Context: an optimization exercise on an open-source flow, tuned for small area. The choices shown serve that exercise and are no tape-out recipe. Function was checked by simulation only, so behaviour that the tests miss may differ from the original. Power figures rest on the tool's default switching activity, not on a simulated workload.

==> inputs of 10-21 <==
==> flow/design.v <==
module risc_v_core
(
    input clk,
    input reset_n,
    output [31:0] imem_addr,
    input [31:0] imem_rdata,
    output [29:0] dmem_addr,
    output [3:0] dmem_we,
    output [31:0] dmem_wdata,
    input [31:0] dmem_rdata
);
    localparam [3:0] C_NONE  = 4'd0;
    localparam [3:0] C_OPIMM = 4'd1;
    localparam [3:0] C_OP    = 4'd2;
    localparam [3:0] C_LUI   = 4'd3;
    localparam [3:0] C_AUIPC = 4'd4;
    localparam [3:0] C_JAL   = 4'd5;
    localparam [3:0] C_JALR  = 4'd6;
    localparam [3:0] C_BR    = 4'd7;
    localparam [3:0] C_LD    = 4'd8;
    localparam [3:0] C_ST    = 4'd9;
    reg [31:0] pc;
    reg jbr;                        
    reg [3:0] st;                   
    reg [3:0] cls_d;
    reg [31:7] ir_d;
    reg [3:0] cls_e;
    reg [31:7] ir_e;
    reg w_en;                       
    reg byp1, byp2;
    reg w_br;                       
    reg w_ld;
    reg w_jmp;
    reg [2:0] w_f3;
    reg [4:0] w_idx;
    reg [31:0] w_d;
    reg [1:0] w_hi;
    reg [31:0] rf [1:31];
    wire f_e = ~st[2];
    wire f_w = ~st[3];
    wire c2 = pc[1] & (f_w | pc[0]);
    wire [29:0] pcu = c2 ? pc[31:2] : pc[31:2] - 30'd1;
    wire [1:0] pcl_e = pc[1:0] + {f_e, ~f_e};
    wire [1:0] pcl_w = pc[1:0] + {f_w, ~f_w};
    wire [31:0] epc = {pcu, pcl_e};
    wire [31:0] link = {pcu, pcl_w};
    wire [31:0] tgt = {w_hi, w_d[31:2]};
    wire jb = w_br & (tgt != link);
    wire [1:0] lo = w_d[1:0];
    wire [15:0] lh = lo[1] ? dmem_rdata[31:16] : dmem_rdata[15:0];
    wire [7:0] lb = lo[0] ? lh[15:8] : lh[7:0];
    reg [31:0] ldata;
    always @(*) begin
        case (w_f3[1:0])
            2'b00: ldata = {{24{lb[7] & ~w_f3[2]}}, lb};
            2'b01: ldata = {{16{lh[15] & ~w_f3[2]}}, lh};
            default: ldata = dmem_rdata;
        endcase
    end
    wire [31:0] wdata = w_ld ? ldata : (w_jmp ? {link[29:0], 2'b00} : w_d);
    wire [2:0] f3 = ir_e[14:12];
    wire [4:0] rd = ir_e[11:7];
    wire [4:0] rs1 = ir_e[19:15];
    wire [4:0] rs2 = ir_e[24:20];
    wire is_opimm = cls_e == C_OPIMM;
    wire is_op    = cls_e == C_OP;
    wire is_lui   = cls_e == C_LUI;
    wire is_auipc = cls_e == C_AUIPC;
    wire is_jal   = cls_e == C_JAL;
    wire is_jalr  = cls_e == C_JALR;
    wire is_br    = cls_e == C_BR;
    wire is_ld    = cls_e == C_LD;
    wire is_st    = cls_e == C_ST;
    wire [31:0] sel1, sel2;
    wire [31:0] src1, src2;
    integer i;
    genvar g, b;
    assign sel1[0] = byp1;
    assign sel2[0] = byp2;
    generate
        for (g = 1; g < 32; g = g + 1) begin : dec
            assign sel1[g] = ~byp1 & (rs1 == g);
            assign sel2[g] = ~byp2 & (rs2 == g);
        end
        for (b = 0; b < 32; b = b + 1) begin : rd_bit
            wire [31:0] d;
            assign d[0] = wdata[b];
            for (g = 1; g < 32; g = g + 1) begin : dv
                assign d[g] = rf[g][b];
            end
            rdmux32 m1 (.sel(sel1), .d(d), .q(src1[b]));
            rdmux32 m2 (.sel(sel2), .d(d), .q(src2[b]));
        end
    endgenerate
    wire [31:0] imm = (is_lui | is_auipc) ? {ir_e[31:12], 12'h0} :
                      {{21{ir_e[31]}}, ir_e[30:25], is_st ? ir_e[11:7] : ir_e[24:20]};
    reg [29:0] woff;                
    always @(*) begin
        if (is_br)
            woff = {{20{ir_e[31]}}, ir_e[7], ir_e[30:25], ir_e[11:9]};
        else if (is_jal)
            woff = {{12{ir_e[31]}}, ir_e[19:12], ir_e[20], ir_e[30:22]};
        else
            woff = {ir_e[31:12], 10'h0};
    end
    wire [31:0] tsum;
    bkadd #(.N(32)) u_tadd (.a(epc), .b({{2{woff[29]}}, woff}), .cin(1'b0),
                            .s(tsum), .cout(), .p(), .g());
    wire use_rs2 = is_op | is_br;
    wire [31:0] bop = use_rs2 ? src2 : imm;
    wire sub = is_br | ((is_op | is_opimm) & (f3[2:1] == 2'b01)) | (is_op & f3 == 3'b000 & ir_e[30]);
    wire [31:0] aa = {src1[31:2], src1[1:0] & {2{~is_jalr}}};
    wire [31:0] bb = {bop[31:2], bop[1:0] & {2{~is_jalr}}} ^ {32{sub}};
    wire [31:0] sum;
    wire cout;
    wire [31:0] ap, ag;
    bkadd #(.N(32)) u_add (.a(aa), .b(bb), .cin(sub), .s(sum), .cout(cout), .p(ap), .g(ag));
    wire ult = ~cout;
    wire slt = (src1[31] ^ bop[31]) ? src1[31] : sum[31];
    wire eq = sum == 32'h0;
    wire bcond = f3[0] ^ (f3[2] ? (f3[1] ? ult : slt) : eq);
    wire [4:0] sha = is_op ? src2[4:0] : rs2;
    wire left = ~f3[2] | (is_opimm & ir_e[31] & ir_e[30]);
    wire [4:0] amt = (f3[2] & left) ? (~sha + 5'd1) : sha;
    wire arith = f3[2] & ir_e[30] & ~left;
    reg [31:0] src1_rev, shr_rev;
    wire [31:0] sh_in = left ? src1_rev : src1;
    wire [31:0] shr = $signed({arith & src1[31], sh_in}) >>> amt;
    always @(*) begin
        for (i = 0; i < 32; i = i + 1) begin
            src1_rev[i] = src1[31 - i];
            shr_rev[i] = shr[31 - i];
        end
    end
    wire alu = is_op | is_opimm;
    wire s_sum = (alu & f3 == 3'b000) | is_jalr | is_ld;
    wire s_p = alu & (f3 == 3'b100 || f3 == 3'b110);      
    wire s_g = alu & (f3 == 3'b111 || f3 == 3'b110);      
    wire s_shr = alu & f3[1:0] == 2'b01 & ~left;
    wire s_shl = alu & f3[1:0] == 2'b01 & left;
    wire s_t = is_auipc | is_jal | is_br;
    wire s_lt = alu & f3[2:1] == 2'b01;
    wire lt = f3[0] ? ult : slt;
    wire [31:0] res = ({32{s_sum}} & sum) | ({32{s_p}} & ap) | ({32{s_g}} & ag) |
                      ({32{s_shr}} & shr) | ({32{s_shl}} & shr_rev) |
                      ({32{s_t}} & {tsum[29:0], 2'b00}) | ({32{is_lui}} & imm) |
                      {31'h0, s_lt & lt};
    wire [1:0] hi = is_jalr ? {2{src1[31] ^ bop[31] ^ cout}} : tsum[31:30];
    wire wen_e;
    wire writes = is_opimm | is_op | is_lui | is_auipc | is_jal | is_jalr | is_ld;
    assign wen_e = ~jb & writes & (rd != 5'd0);
    wire jumps = is_jal | is_jalr | (is_br & bcond);
    assign dmem_addr = sum[31:2];
    reg [3:0] we;
    always @(*) begin
        case (f3[1:0])
            2'b00: we = 4'b0001 << sum[1:0];
            2'b01: we = sum[1] ? 4'b1100 : 4'b0011;
            default: we = 4'b1111;
        endcase
    end
    assign dmem_we = (is_st & ~jb) ? we : 4'h0;
    assign dmem_wdata = {f3[1] ? src2[31:24] : (f3[0] ? src2[15:8] : src2[7:0]),
                         f3[1] ? src2[23:16] : src2[7:0],
                         (f3[1:0] == 2'b00) ? src2[7:0] : src2[15:8],
                         src2[7:0]};
    assign imem_addr = pc;
    wire [31:0] ir = imem_rdata;
    wire [2:0] df3 = ir[14:12];
    reg [3:0] dcls;
    always @(*) begin
        case (ir[6:0])
            7'b0010011: dcls = (df3 == 3'b001 && ir[30]) ? C_NONE : C_OPIMM;
            7'b0110011: dcls = (ir[30] && df3 != 3'b000 && df3 != 3'b101) ? C_NONE : C_OP;
            7'b0110111: dcls = C_LUI;
            7'b0010111: dcls = C_AUIPC;
            7'b1101111: dcls = C_JAL;
            7'b1100111: dcls = (df3 == 3'b000) ? C_JALR : C_NONE;
            7'b1100011: dcls = (df3[2:1] == 2'b01) ? C_NONE : C_BR;
            7'b0000011: dcls = (df3 == 3'b011 || df3[2:1] == 2'b11) ? C_NONE : C_LD;
            7'b0100011: dcls = (df3[2] || df3[1:0] == 2'b11) ? C_NONE : C_ST;
            default: dcls = C_NONE;
        endcase
    end
    always @(posedge clk, negedge reset_n) begin
        if (!reset_n) begin
            pc <= 32'h0;
            jbr <= 1'b0;
            st <= 4'h0;
            cls_d <= C_NONE;
            cls_e <= C_NONE;
            w_en <= 1'b0;
            w_br <= 1'b0;
        end else begin
            pc <= jb ? tgt : pc + 32'd1;
            jbr <= jb;
            st <= {st[2:0], 1'b1};
            cls_d <= (jb | jbr) ? C_NONE : dcls;
            cls_e <= jb ? C_NONE : cls_d;
            w_en <= wen_e;
            w_br <= ~jb & jumps;
        end
    end
    always @(posedge clk) begin
        ir_d <= ir[31:7];
        ir_e <= ir_d;
        w_ld <= is_ld;
        w_jmp <= is_jal | is_jalr;
        w_f3 <= f3;
        w_idx <= rd;
        w_d <= res;
        w_hi <= hi;
        byp1 <= wen_e & (rd == ir_d[19:15]);
        byp2 <= wen_e & (rd == ir_d[24:20]);
    end
    always @(posedge clk) begin
        for (i = 1; i < 32; i = i + 1)
            if (w_en && w_idx == i)
                rf[i] <= wdata;
    end
endmodule
module rdmux32
(
    input [31:0] sel,
    input [31:0] d,
    output q
);
    wire [10:0] y;
    genvar k;
    generate
        for (k = 0; k < 10; k = k + 1) begin : t
            aoi222 u (.a1(sel[3*k]), .a2(d[3*k]), .b1(sel[3*k+1]), .b2(d[3*k+1]),
                      .c1(sel[3*k+2]), .c2(d[3*k+2]), .y(y[k]));
        end
    endgenerate
    aoi222 u10 (.a1(sel[30]), .a2(d[30]), .b1(sel[31]), .b2(d[31]),
                .c1(sel[31]), .c2(d[31]), .y(y[10]));
    assign q = ~&y;
endmodule
module aoi222
(
    input a1, input a2, input b1, input b2, input c1, input c2,
    output y
);
    assign y = ~((a1 & a2) | (b1 & b2) | (c1 & c2));
endmodule
module bkadd
#(
    parameter N = 32                
)
(
    input [N-1:0] a,
    input [N-1:0] b,
    input cin,
    output [N-1:0] s,
    output cout,
    output [N-1:0] p,
    output [N-1:0] g
);
    reg [N-1:0] gg, pp;
    integer i, d;
    assign p = a ^ b;
    assign g = a & b;
    always @(*) begin
        gg = g;
        pp = p;
        gg[0] = g[0] | (p[0] & cin);
        for (d = 1; d < N; d = d * 2)
            for (i = 2 * d - 1; i < N; i = i + 2 * d) begin
                gg[i] = gg[i] | (pp[i] & gg[i - d]);
                pp[i] = pp[i] & pp[i - d];
            end
        for (d = N / 4; d >= 1; d = d / 2)
            for (i = 3 * d - 1; i < N; i = i + 2 * d) begin
                gg[i] = gg[i] | (pp[i] & gg[i - d]);
                pp[i] = pp[i] & pp[i - d];
            end
    end
    assign s = p ^ {gg[N-2:0], cin};
    assign cout = gg[N-1];
endmodule
==> flow/run.sh <==
#!/bin/bash
# synth_recipe.tcl (not shown) runs the flow's synth.tcl, then flattens the netlist and writes it again
# the make line also repeats each setting of config.mk as NAME=value (left out here)
make -C /OpenROAD-flow-scripts/flow DESIGN_CONFIG=/design/flow/config.mk WORK_HOME=/design/flow/orfs CLKGATE_MAP_FILE= SYNTH_SCRIPT=/design/flow/synth_recipe.tcl finish
==> flow/config.mk <==
export PLATFORM = sky130hd
export DESIGN_NAME = risc_v_core
export DESIGN_NICKNAME = risc_v_core
export VERILOG_FILES = /design/flow/design.v
export SDC_FILE = /design/flow/constraint.sdc
export NUM_CORES = 4
export LEC_CHECK = 0
export CAP_MARGIN = 20
export CORE_MARGIN = 2
export CORE_UTILIZATION = 50
export CTS_BUF_LIST = sky130_fd_sc_hd__clkbuf_16
export CTS_CLUSTER_DIAMETER = 90
export CTS_CLUSTER_SIZE = 22
export PLACE_DENSITY = 0.65
export SETUP_SLACK_MARGIN = 0.3
export SLEW_MARGIN = 20
export SYNTH_HIERARCHICAL = 1
==> flow/constraint.sdc <==
create_clock -name core_clock -period 10.5 [get_ports {clk}]
set_input_delay 2.1000 -clock core_clock [delete_from_list [all_inputs] [get_ports {clk}]]
set_output_delay 2.1000 -clock core_clock [all_outputs]
set_load 0.01 [all_outputs]
==> 03-05 (differences from 10-21) <==
==> flow/design.v, changed modules only <==
module risc_v_core
(
    input clk,
    input reset_n,
    output [31:0] imem_addr,
    input [31:0] imem_rdata,
    output [29:0] dmem_addr,
    output [3:0] dmem_we,
    output [31:0] dmem_wdata,
    input [31:0] dmem_rdata
);
    localparam [3:0] C_NONE  = 4'd0;
    localparam [3:0] C_OPIMM = 4'd1;
    localparam [3:0] C_OP    = 4'd2;
    localparam [3:0] C_LUI   = 4'd3;
    localparam [3:0] C_AUIPC = 4'd4;
    localparam [3:0] C_JAL   = 4'd5;
    localparam [3:0] C_JALR  = 4'd6;
    localparam [3:0] C_BR    = 4'd7;
    localparam [3:0] C_LD    = 4'd8;
    localparam [3:0] C_ST    = 4'd9;
    reg [31:0] pc;
    reg jbr;                        
    reg [3:0] st;                   
    reg [3:0] cls_d;
    reg [31:7] ir_d;
    reg [3:0] cls_e;
    reg [31:7] ir_e;
    reg w_en;                       
    reg byp1, byp2;
    reg en1;                        
    reg w_br;                       
    reg w_ld;
    reg w_jmp;
    reg [2:0] w_f3;
    reg [4:0] w_idx;
    reg [31:0] w_d;
    reg [1:0] w_hi;
    reg [31:0] rf [1:31];
    wire f_e = ~st[2];
    wire f_w = ~st[3];
    wire c2 = pc[1] & (f_w | pc[0]);
    wire [29:0] pcu = c2 ? pc[31:2] : pc[31:2] - 30'd1;
    wire [1:0] pcl_e = pc[1:0] + {f_e, ~f_e};
    wire [1:0] pcl_w = pc[1:0] + {f_w, ~f_w};
    wire [31:0] epc = {pcu, pcl_e};
    wire [31:0] link = {pcu, pcl_w};
    wire [31:0] tgt = {w_hi, w_d[31:2]};
    wire [31:0] pc_inc;
    inc32 u_inc (.a(pc), .y(pc_inc));
    wire jb = w_br & (tgt != link);
    wire [31:0] wdata;
    wbmux u_wb (.q(dmem_rdata), .off(w_d[1:0]), .f3(w_f3), .ld(w_ld), .jmp(w_jmp),
                .link({link[29:0], 2'b00}), .d(w_d), .y(wdata));
    wire [2:0] f3 = ir_e[14:12];
    wire [4:0] rd = ir_e[11:7];
    wire [4:0] rs1 = ir_e[19:15];
    wire [4:0] rs2 = ir_e[24:20];
    wire is_opimm = cls_e == C_OPIMM;
    wire is_op    = cls_e == C_OP;
    wire is_lui   = cls_e == C_LUI;
    wire is_auipc = cls_e == C_AUIPC;
    wire is_jal   = cls_e == C_JAL;
    wire is_jalr  = cls_e == C_JALR;
    wire is_br    = cls_e == C_BR;
    wire is_ld    = cls_e == C_LD;
    wire is_st    = cls_e == C_ST;
    wire [31:0] sel1, sel2;
    wire [31:0] src1, src2;
    integer i;
    genvar g, b;
    assign sel1[0] = byp1;
    assign sel2[0] = byp2;
    generate
        for (g = 1; g < 32; g = g + 1) begin : dec
            assign sel1[g] = en1 & (rs1 == g);
            assign sel2[g] = ~byp2 & (rs2 == g);
        end
        for (b = 0; b < 32; b = b + 1) begin : rd_bit
            wire [31:0] d;
            assign d[0] = wdata[b];
            for (g = 1; g < 32; g = g + 1) begin : dv
                assign d[g] = rf[g][b];
            end
            rdmux32 m1 (.sel(sel1), .d(d), .q(src1[b]));
            rdmux32 m2 (.sel(sel2), .d(d), .q(src2[b]));
        end
    endgenerate
    wire [31:0] imm = (is_lui | is_auipc) ? {ir_e[31:12], 12'h0} :
                      {{21{ir_e[31]}}, ir_e[30:25], is_st ? ir_e[11:7] : ir_e[24:20]};
    reg [29:0] woff;                
    always @(*) begin
        if (is_br)
            woff = {{20{ir_e[31]}}, ir_e[7], ir_e[30:25], ir_e[11:9]};
        else if (is_jal)
            woff = {{12{ir_e[31]}}, ir_e[19:12], ir_e[20], ir_e[30:22]};
        else
            woff = {ir_e[31:12], 10'h0};
    end
    wire [31:0] tsum;
    bkadd u_tadd (.a(epc), .b({{2{woff[29]}}, woff}), .cin(1'b0),
                            .s(tsum), .cout(), .p(), .g());
    wire use_rs2 = is_op | is_br;
    wire [31:0] bop = use_rs2 ? src2 : imm;
    wire sub = is_br | ((is_op | is_opimm) & (f3[2:1] == 2'b01)) | (is_op & f3 == 3'b000 & ir_e[30]);
    wire [31:0] aa = {src1[31:2], src1[1:0] & {2{~is_jalr}}};
    wire [31:0] bb = {bop[31:2], bop[1:0] & {2{~is_jalr}}} ^ {32{sub}};
    wire [31:0] sum;
    wire cout;
    wire [31:0] ap, ag;
    bkadd u_add (.a(aa), .b(bb), .cin(sub), .s(sum), .cout(cout), .p(ap), .g(ag));
    wire ult = ~cout;
    wire slt = (src1[31] ^ bop[31]) ? src1[31] : sum[31];
    wire eq = sum == 32'h0;
    wire bcond = f3[0] ^ (f3[2] ? (f3[1] ? ult : slt) : eq);
    wire [4:0] sha = is_op ? src2[4:0] : rs2;
    wire left = ~f3[2] | (is_opimm & ir_e[31] & ir_e[30]);
    wire [4:0] amt = (f3[2] & left) ? (~sha + 5'd1) : sha;
    wire arith = f3[2] & ir_e[30] & ~left;
    reg [31:0] src1_rev, shr_rev;
    wire [31:0] sh_in = left ? src1_rev : src1;
    wire [31:0] shr = $signed({arith & src1[31], sh_in}) >>> amt;
    always @(*) begin
        for (i = 0; i < 32; i = i + 1) begin
            src1_rev[i] = src1[31 - i];
            shr_rev[i] = shr[31 - i];
        end
    end
    wire alu = is_op | is_opimm;
    wire s_sum = (alu & f3 == 3'b000) | is_jalr | is_ld | is_lui;
    wire s_p = alu & (f3 == 3'b100 || f3 == 3'b110);      
    wire s_g = alu & (f3 == 3'b111 || f3 == 3'b110);      
    wire s_shr = alu & f3[1:0] == 2'b01 & ~left;
    wire s_shl = alu & f3[1:0] == 2'b01 & left;
    wire s_t = is_auipc | is_jal | is_br;
    wire s_lt = alu & f3[2:1] == 2'b01;
    wire lt = f3[0] ? ult : slt;
    wire [31:0] res = ({32{s_sum}} & sum) | ({32{s_p}} & ap) | ({32{s_g}} & ag) |
                      ({32{s_shr}} & shr) | ({32{s_shl}} & shr_rev) |
                      ({32{s_t}} & {tsum[29:0], 2'b00}) |
                      {31'h0, s_lt & lt};
    wire [1:0] hi = is_jalr ? {2{src1[31] ^ bop[31] ^ cout}} : tsum[31:30];
    wire wen_e;
    wire writes = is_opimm | is_op | is_lui | is_auipc | is_jal | is_jalr | is_ld;
    assign wen_e = ~jb & writes & (rd != 5'd0);
    wire jumps = is_jal | is_jalr | (is_br & bcond);
    assign dmem_addr = sum[31:2];
    reg [3:0] we;
    always @(*) begin
        case (f3[1:0])
            2'b00: we = 4'b0001 << sum[1:0];
            2'b01: we = sum[1] ? 4'b1100 : 4'b0011;
            default: we = 4'b1111;
        endcase
    end
    assign dmem_we = (is_st & ~jb) ? we : 4'h0;
    assign dmem_wdata = {f3[1] ? src2[31:24] : (f3[0] ? src2[15:8] : src2[7:0]),
                         f3[1] ? src2[23:16] : src2[7:0],
                         (f3[1:0] == 2'b00) ? src2[7:0] : src2[15:8],
                         src2[7:0]};
    assign imem_addr = pc;
    wire [31:0] ir = imem_rdata;
    wire [2:0] df3 = ir[14:12];
    reg [3:0] dcls;
    always @(*) begin
        case (ir[6:0])
            7'b0010011: dcls = (df3 == 3'b001 && ir[30]) ? C_NONE : C_OPIMM;
            7'b0110011: dcls = (ir[30] && df3 != 3'b000 && df3 != 3'b101) ? C_NONE : C_OP;
            7'b0110111: dcls = C_LUI;
            7'b0010111: dcls = C_AUIPC;
            7'b1101111: dcls = C_JAL;
            7'b1100111: dcls = (df3 == 3'b000) ? C_JALR : C_NONE;
            7'b1100011: dcls = (df3[2:1] == 2'b01) ? C_NONE : C_BR;
            7'b0000011: dcls = (df3 == 3'b011 || df3[2:1] == 2'b11) ? C_NONE : C_LD;
            7'b0100011: dcls = (df3[2] || df3[1:0] == 2'b11) ? C_NONE : C_ST;
            default: dcls = C_NONE;
        endcase
    end
    always @(posedge clk, negedge reset_n) begin
        if (!reset_n) begin
            pc <= 32'h0;
            jbr <= 1'b0;
            st <= 4'h0;
            cls_d <= C_NONE;
            cls_e <= C_NONE;
            w_en <= 1'b0;
            w_br <= 1'b0;
        end else begin
            pc <= jb ? tgt : pc_inc;
            jbr <= jb;
            st <= {st[2:0], 1'b1};
            cls_d <= (jb | jbr) ? C_NONE : dcls;
            cls_e <= jb ? C_NONE : cls_d;
            w_en <= wen_e;
            w_br <= ~jb & jumps;
        end
    end
    always @(posedge clk) begin
        ir_d <= ir[31:7];
        ir_e <= ir_d;
        w_ld <= is_ld;
        w_jmp <= is_jal | is_jalr;
        w_f3 <= f3;
        w_idx <= rd;
        w_d <= res;
        w_hi <= hi;
        byp1 <= wen_e & (rd == ir_d[19:15]) & (cls_d != C_LUI);
        byp2 <= wen_e & (rd == ir_d[24:20]);
        en1 <= ~(wen_e & (rd == ir_d[19:15])) & (cls_d != C_LUI);
    end
    always @(posedge clk) begin
        for (i = 1; i < 32; i = i + 1)
            if (w_en && w_idx == i)
                rf[i] <= wdata;
    end
endmodule
module inc32
(
    input [31:0] a,
    output [31:0] y
);
    reg [32:0] c;
    integer i;
    always @(*) begin
        c[0] = 1'b1;
        for (i = 0; i < 32; i = i + 1)
            c[i + 1] = c[i] & a[i];
    end
    assign y = a ^ c[31:0];
endmodule
module wbmux
(
    input [31:0] q,
    input [1:0] off,
    input [2:0] f3,
    input ld,
    input jmp,
    input [31:0] link,
    input [31:0] d,
    output [31:0] y
);
    wire w = ld & f3[1];                        
    wire h = ld & ~f3[1] & f3[0];               
    wire bt = ld & ~f3[1] & ~f3[0];             
    wire sj = ~ld & jmp;
    wire sd = ~ld & ~jmp;
    wire b0_0 = w | (h & ~off[1]) | (bt & off == 2'd0);
    wire b0_1 = bt & off == 2'd1;
    wire b0_2 = (h & off[1]) | (bt & off == 2'd2);
    wire b0_3 = bt & off == 2'd3;
    wire b1_1 = w | (h & ~off[1]);
    wire b1_3 = h & off[1];
    wire sgn = ~f3[2] & (h ? (off[1] ? q[31] : q[15]) :
                         (off[1] ? (off[0] ? q[31] : q[23]) : (off[0] ? q[15] : q[7])));
    wire ext1 = (bt & sgn);                     
    wire ext2 = ((bt | h) & sgn);               
    wire [31:0] t;
    wire [7:0] u;
    genvar i;
    generate
        for (i = 0; i < 8; i = i + 1) begin : lo
            aoi222 a0 (.a1(b0_0), .a2(q[i]), .b1(b0_1), .b2(q[i + 8]), .c1(b0_2), .c2(q[i + 16]), .y(t[i]));
            aoi222 a1 (.a1(b0_3), .a2(q[i + 24]), .b1(sj), .b2(link[i]), .c1(sd), .c2(d[i]), .y(u[i]));
            assign y[i] = ~(t[i] & u[i]);
        end
        for (i = 8; i < 16; i = i + 1) begin : mid
            aoi222 a0 (.a1(b1_1), .a2(q[i]), .b1(b1_3), .b2(q[i + 16]), .c1(sj), .c2(link[i]), .y(t[i]));
            assign y[i] = ~(t[i] & ~(sd & d[i]) & ~ext1);
        end
        for (i = 16; i < 32; i = i + 1) begin : hi
            aoi222 a0 (.a1(w), .a2(q[i]), .b1(sj), .b2(link[i]), .c1(sd), .c2(d[i]), .y(t[i]));
            assign y[i] = ~t[i] | ext2;
        end
    endgenerate
endmodule
==> flow/flow/run.sh (new file) <==
#!/bin/bash
# Layout of the design with the standard.sh (ORFS, the standard flow's config and
# synthesis script), with these changes:
#  - synthesis: the adders (bkadd) and register read muxes (rdmux32) are
#    mapped by ABC with ORFS's delay-oriented script as usual; every other
#    module is mapped with an
#    area-oriented variant of it (see patch_synth.py). Registers are
#    untouched (ABC runs after flip-flop mapping).
#  - clock tree: no dummy loads; clkbuf_8 clusters of up to 14 sinks.
#  - port buffers: buf_1.
# Each tool's output goes to its own log: ORFS writes per-step logs under
# orfs/logs/, and make's output is kept in flow_make.log.
set -euo pipefail
here=$(pwd)
rm -rf "$here/scripts_local"
cp -r "$FLOW_HOME/scripts" "$here/scripts_local"
python3 "$here/flow/patch_synth.py" "$here/scripts_local" > patch_synth.log 2>&1
export SCRIPTS_DIR="$here/scripts_local"
export CTS_ARGS="-sink_clustering_enable -repair_clock_nets -dont_use_dummy_load -sink_clustering_size 14 -sink_clustering_max_diameter 80 -buf_list sky130_fd_sc_hd__clkbuf_8"
export BUFFER_PORTS_ARGS="-buffer_cell sky130_fd_sc_hd__buf_1"
bash standard.sh > flow_make.log 2>&1
==> flow/flow/patch_synth.py (new file) <==
# Patch a copy of ORFS's scripts folder (argv[1]): map the modules on the
# critical path (bkadd, rdmux32) with the usual ABC script and all other
# modules with an area-oriented variant of
# it (delay relaxation, no &if -g/&synch2 balancing, no ABC buffering or
# upsizing; OpenROAD repairs slew, capacitance and timing after placement).
import sys, os
d = sys.argv[1]
speed = open(os.path.join(d, "abc_speed.script")).read()
body = speed[:speed.index("&put")]
relaxed = (body.replace("&if -g -K 6\n&synch2\n", "")
               .replace("&st\n&syn2\n", "&st\n&syn2\n&dch\n")
               .replace("&nf\n", "&nf -R 1000\n")) + "&put\n"
assert "&nf -R 1000" in relaxed and "&if" not in relaxed
open(os.path.join(d, "abc_relaxed.script"), "w").write(relaxed)
p = os.path.join(d, "synth.tcl")
s = open(p).read()
old = "  log_cmd abc {*}$abc_args\n} else {"
new = """  log_cmd abc {*}$abc_args bkadd rdmux32
  set relaxed_args [lreplace $abc_args 1 1 $::env(SCRIPTS_DIR)/abc_relaxed.script]
  log_cmd abc {*}$relaxed_args
} else {"""
assert s.count(old) == 1
s = s.replace(old, new)
open(p, "w").write(s)
print("patched", p)
print(relaxed)
==> flow/standard.sh (new file) <==
#!/bin/bash
# synth_recipe.tcl (not shown) runs the flow's synth.tcl, then flattens the netlist and writes it again
# the make line also repeats each setting of config.mk as NAME=value (left out here)
make -C /OpenROAD-flow-scripts/flow DESIGN_CONFIG=/design/flow/config.mk WORK_HOME=/design/flow/orfs CLKGATE_MAP_FILE= SYNTH_SCRIPT=/design/flow/synth_recipe.tcl "${@:-finish}"
Settings changed: CAP_MARGIN 20 to 15, CTS_BUF_LIST sky130_fd_sc_hd__clkbuf_16 to unset, CTS_CLUSTER_DIAMETER 90 to unset, CTS_CLUSTER_SIZE 22 to unset, SETUP_SLACK_MARGIN 0.3 to 0.5, SLEW_MARGIN 20 to 15.
removed: flow/run.sh
==> comparison <==
- 03-05 ran to the end with no violations. 10-21 produced a clean layout.
- Between 10-21 and 03-05, the lower maximum frequency is in 10-21 (gap about 2%, measured against 03-05).
- Against 03-05, the count of clock-buffer cells in the layout of 10-21 is lower by 25.
- Against 10-21, the die area of 03-05 is lower by 4.7%.
- Against 03-05, the register-to-register slack of 10-21 is lower by 0.34 ns.
- Via count: 03-05 is lower than 10-21 (about 6%).
- Against 03-05, the clock skew of 10-21 is lower by 0.092 ns.
- Between 03-05 and 10-21, the lower combinational power is in 03-05 (gap 27%, measured against 10-21).
==> figures <==
quantity                                                                       10-21                      03-05
Run status                                          no timing/DRC/antenna violations  no timing/DRC/antenna violations
Root buffer cell                                          sky130_fd_sc_hd__clkbuf_16  sky130_fd_sc_hd__clkbuf_8
Area after detailed placement                                              60400 µm²                  56700 µm²
Cts bufs inserted                                                                 66                         92
Count of instances resized after the clock tree is built                           4                         11
Critical Path AT                                                             7.98 ns                    7.79 ns
Tapcells inserted                                                               1414                       1380
Switching power                                                            0.00306 W                  0.00261 W
Final wirelength                                                           246000 µm                  237000 µm
Post-detailed-placement half-perimeter wirelength                          166000 µm                  153000 µm
Post-layout minimum cycle time                                              10.08 ns                    9.89 ns
Peak ir drop on the vdd network                                             0.118 mV                   0.112 mV
Worst reg2reg setup slack                                                    1.74 ns                    2.08 ns
Count of filler cells inserted in the layout                                    8683                       8629
Standby leakage power                                                        21.2 nW                    20.0 nW

-- afterwards: timing with drivers on the ports --
The flow's constraints put no driver on any port. The routed layouts listed below were extracted and timed again, unchanged, in two steps. Step 1 assumes that a clkbuf_16 drives the clock port and a buf_2 every other input. Step 2 adds t to the input delays and takes it off the output delays; t is the mean of the earliest and latest rising clock arrival at the registers after step 1. Input paths then give back, and output paths get back, about the clock's delay inside the block. Three values: no drivers, after step 1, after step 2; two values: the first two.
run	t, ns	slack for setup (ns)	latest minus earliest clock arrival (ns)	cell pins on the clock port's net
10-21	0.752	0.416 / 0.366 / 0.392	0.057 / 0.057	1
03-05	0.864	0.613 / 0.536 / 0.704	0.135 / 0.134	1
After both steps setup and hold are still met in every run listed. The setup slack of 10-21, which loses most, moves by -0.050 ns with the drivers and by -0.024 ns with both steps.
